Context: an optimization exercise on an open-source flow, tuned for small area and a short achievable clock period. The choices shown serve that exercise and are no tape-out recipe. Only simulation tests tie the RTL to the original design; equivalence was not proved. No activity file was given, so power comes from the tool's default toggle rates.

==> 06-14: inputs <==
==> flow/design.v (excerpt) <==
module complex(clk, a0, a1, b0, b1, im, re);
  input clk;
  input [7:0] a0, a1, b0, b1;
  output reg [15:0] im, re;
  wire [15:0] re_d, im_d;
  wire rs1;
  wire rc2;
  wire rs3;
  wire rc4;
  wire rs5;
  wire rc6;
  wire rs7;
  wire rc8;
  wire rs9;
  wire rc10;
  wire rs11;
  wire rc12;
  wire rs13;
  wire rc14;
  wire rs15;
  wire rc16;
  wire rs17;
  wire rc18;
  wire rs19;
  wire rc20;
  wire rs21;
  wire rc22;
  wire rs23;
  wire rc24;
  wire rs25;
  wire rc26;
  wire rs27;
  wire rc28;
  wire rs29;
  wire rc30;
  wire rs31;
  wire rc32;
  wire rs33;
  wire rc34;
  wire rs35;
  wire rc36;
  wire rs37;
  wire rc38;
  wire rs39;
  wire rc40;
  wire rs41;
  wire rc42;
  wire rs43;
  wire rc44;
  wire rs45;
  wire rc46;
  wire rs47;
  wire rc48;
  wire rs49;
  wire rc50;
  wire rs51;
  wire rc52;
  wire rs53;
  wire rc54;
  wire rs55;
  wire rc56;
  wire rs57;
  wire rc58;
  wire rs59;
  wire rc60;
  wire rs61;
  wire rc62;
  wire rs63;
  wire rc64;
  wire rn65;
  wire rs66;
  wire rc67;
  wire rs68;
  wire rc69;
  wire rs70;
  wire rc71;
  wire rs72;
  wire rc73;
  wire rs74;
  wire rc75;
  wire rs76;
  wire rc77;
  wire rs78;
  wire rc79;
  wire rs80;
  wire rc81;
  wire rs82;
  wire rc83;
  wire rs84;
  wire rc85;
  wire rs86;
  wire rc87;
  wire rs88;
  wire rc89;
  wire rs90;
  wire rc91;
  wire rs92;
  wire rc93;
  wire rs94;
  wire rc95;
  wire rs96;
  wire rc97;
  wire rs98;
  wire rc99;
  wire rs100;
  wire rc101;
  wire rs102;
  wire rc103;
  wire rs104;
  wire rc105;
  wire rs106;
  wire rc107;
  wire rs108;
  wire rc109;
  wire rs110;
  wire rc111;
  wire rs112;
  wire rc113;
  wire rs114;
  wire rc115;
  wire rs116;
  wire rc117;
  wire rs118;
  wire rc119;
  wire rs120;
  wire rc121;
  wire rn122;
  wire rs123;
  wire rc124;
  wire rs125;
  wire rc126;
  wire rs127;
  wire rc128;
  wire rs129;
  wire rc130;
  wire rs131;
  wire rc132;
  wire rs133;
  wire rc134;
  wire rs135;
  wire rc136;
  wire rs137;
  wire rc138;
  wire rs139;
  wire rc140;
  wire rs141;
  wire rc142;
  wire rs143;
  wire rc144;
  ...
clock: 10.0 ns
lec_check: 0
cap_margin: 20
core_margin: 2
core_utilization: 40
cts_buf_list: sky130_fd_sc_hd__clkbuf_8
cts_cluster_diameter: 200
cts_cluster_size: 32
place_density: 0.6
setup_slack_margin: 4.4
slew_margin: 20
synth_hierarchical: 1
tns_end_percent: 0
standard.sh (not shown) runs the stock make flow with config.mk's settings and CLKGATE_MAP_FILE= SYNTH_SCRIPT=/design/flow/synth_recipe.tcl, a recipe that flattens the netlist after the stock synthesis.
==> flow/flow/run.sh <==
#!/bin/bash
set -o pipefail
export BUFFER_PORTS_ARGS="-buffer_cell sky130_fd_sc_hd__buf_1"
cp standard.sh standard_sh.txt 2>/dev/null
bash standard.sh > standard.log 2>&1
==> 01-15: changes against 06-14 <==
--- a/flow/config.mk
+++ b/flow/config.mk
@@ -9,10 +9,6 @@
 export CORE_MARGIN = 2
 export CORE_UTILIZATION = 40
-export CTS_BUF_LIST = sky130_fd_sc_hd__clkbuf_8
-export CTS_CLUSTER_DIAMETER = 200
-export CTS_CLUSTER_SIZE = 32
 export PLACE_DENSITY = 0.6
-export SETUP_SLACK_MARGIN = 4.4
+export SETUP_SLACK_MARGIN = 4.0
 export SLEW_MARGIN = 20
 export SYNTH_HIERARCHICAL = 1
-export TNS_END_PERCENT = 0
==> notes <==
06-14 finished with timing, DRC and antenna clean. 01-15 ran to the end with no violations.
In 06-14 the sequential share of layout area is lower than in 01-15, by 0.31 points.
In 06-14 the worst hold slack is worse than in 01-15, by 0.069 ns.
Against 06-14, the via count of 01-15 is smaller by 2.0%.
Die area is the same in 06-14 and 01-15.
Synthesized cell count is the same in 06-14 and 01-15.
Clock-buffer cell count is the same in 06-14 and 01-15.
Between 01-15 and 06-14, the lower power is in 01-15 (gap 6.2%, measured against 06-14).
Of 06-14 and 01-15, 01-15 has the higher clock power (gap 27%, measured against 01-15).
Between 01-15 and 06-14, the lower core utilization is in 01-15 (gap 1.7 points).
Between 06-14 and 01-15, the lower critical path depth is in 01-15 (gap 2).
==> figures <==
                                                                           01-15                  06-14
Status                                                  timing/DRC/antenna clean  timing/DRC/antenna clean
Final clock period utilization by the worst path                           58.0%                  55.0%
Finished Core Util                                                         43.7%                  45.4%
Proportion of cell area occupied by registers                              8.13%                  7.83%
Filler instances                                                            1758                   1734
Cell with the most instances on the worst path             sky130_fd_sc_hd__fa_1  sky130_fd_sc_hd__fa_2
Start point of the critical path                                           a0[7]                  b0[0]
Worst hold path endpoint                                                   im[0]                  re[0]
Post-CTS repair timing setup buffer count                                      0                      6
Worst IR Drop VDD                                                         313 uV                 227 uV
Share of layout cells above drive strength 1                               8.53%                  14.8%
Wire length on met3                                                       976 um                1120 um
Final weighted congestion in routability-driven placement                  0.799                  0.818
Met3 Resource Use GR                                                       2.41%                  3.13%
Routed wire length per instance                                          15.7 um                15.9 um
Footprint of the multi-input gates                                      6330 um2               6440 um2
Net switching power figure                                               1320 uW                1360 uW
Final Non-Filler Cells                                                       979                    985
Pwr Total                                                                2700 uW                2880 uW
Total met2 wirelength after detailed routing                             7790 um                7770 um
Comb pwr share                                                             83.6%                  86.4%
Tightest hold margin                                                     2.09 ns                2.02 ns

* * *

==> v38: inputs <==
complex again, from the RTL that the note above started with.
Settings: LEC_CHECK=0, CAP_MARGIN=20, CORE_MARGIN=2, CORE_UTILIZATION=40.0, PLACE_DENSITY=0.7, SETUP_SLACK_MARGIN=4.3, SLEW_MARGIN=20, SYNTH_HIERARCHICAL=1, TNS_END_PERCENT=0.0; clock period 10.0 ns.
==> flow/flow/run.sh <==
#!/bin/bash
set -o pipefail
export BUFFER_PORTS_ARGS="-buffer_cell sky130_fd_sc_hd__buf_1"
export CTS_ARGS="-sink_clustering_enable -sink_clustering_size 32 -sink_clustering_max_diameter 200 -buf_list sky130_fd_sc_hd__clkbuf_8 -dont_use_dummy_load -repair_clock_nets"
cp standard.sh standard_sh.txt 2>/dev/null
bash standard.sh > standard.log 2>&1
==> v26: changes against v38 <==
Settings changed: CORE_UTILIZATION 40.0 to 50.0, PLACE_DENSITY 0.7 to 0.65.
==> flow_summary.toml <==
[global_routing]
grt_util_met1_pct = 28.9
grt_pass1_wl_um = 26700

[power]
clockPowerShare_pct = 3.2
seq-power_w = 0.000256
power_density_nw_per_um2 = 362

[clock_network]
cts_resized = 62

[place]
placed_cells = 921
place_ws_ns = 3.37

[drt]
met3WireLength_um = 1160
wirelength_um = 15600

[min_path]
hold_end = "im[0]"

[floorplanning]
die_h_um = 126

[run_status]
status = "finished clean"

[finish]
sh_seq_area_pct = 8.03
-- figures above: v26

==> flow_summary.toml <==
[global_routing]
grt_util_met1_pct = 23.4
grt_pass1_wl_um = 26900

[power]
seq-power_w = 0.000255
clockPowerShare_pct = 3.4
power.group.top = "combinational cells"
power_density_nw_per_um2 = 345
pwr-share-comb_pct = 87.6

[finish]
sh_seq_area_pct = 7.81
multiInputGateArea_um2 = 6460

[clock_network]
cts_resized = 75

[place]
place_ws_ns = 3.38
placed_cells = 966
port_buffers = 64

[run_status]
status = "finished clean"

[drt]
wirelength_um = 16000
drt-pass1-iter-count = 5
met3WireLength_um = 1310
vias = 5052
drcViolationCount = 0

[logic_synthesis]
synthTopCellsByArea = "fa_1, nand2_1, dfxtp_1"

[sta]
tightest_slew_ns = 0.264
-- figures above: v38

-- afterwards: timing with drivers on the ports --
The flow's constraints put no driver on any port. The routed layouts listed below were extracted and timed again, unchanged, in two steps.
Step 1 (the two cells are an assumption about what drives the block):
set clk [get_ports {clk}]
set_driving_cell -lib_cell sky130_fd_sc_hd__clkbuf_16 $clk
set_driving_cell -lib_cell sky130_fd_sc_hd__buf_2 [delete_from_list [all_inputs] $clk]
Step 2 moves the port delays by t, midway between the first and last clock arrival at a register: inputs arrive t later, outputs are due t later. That takes back most of the time a late clock gives input paths.
Three values: ideal, step 1, step 2; two values: the first two.
| run | t, ns | slack for setup (ns) | worst setup path after step 2 |
|---|---|---|---|
| 06-14 | 0.344 | 4.496 / 4.470 / 4.126 | input to register |
| 01-15 | 0.338 | 4.197 / 4.220 / 3.882 | input to register |
| v38 | 0.337 | 4.357 / 4.338 / 4.001 | input to register |
| v26 | 0.335 | 4.411 / 4.407 / 4.072 | input to register |
After both steps setup and hold are still met in every run listed. For 06-14, which loses most, drivers alone change the setup slack by -0.026 ns; drivers and shift together by -0.370 ns.
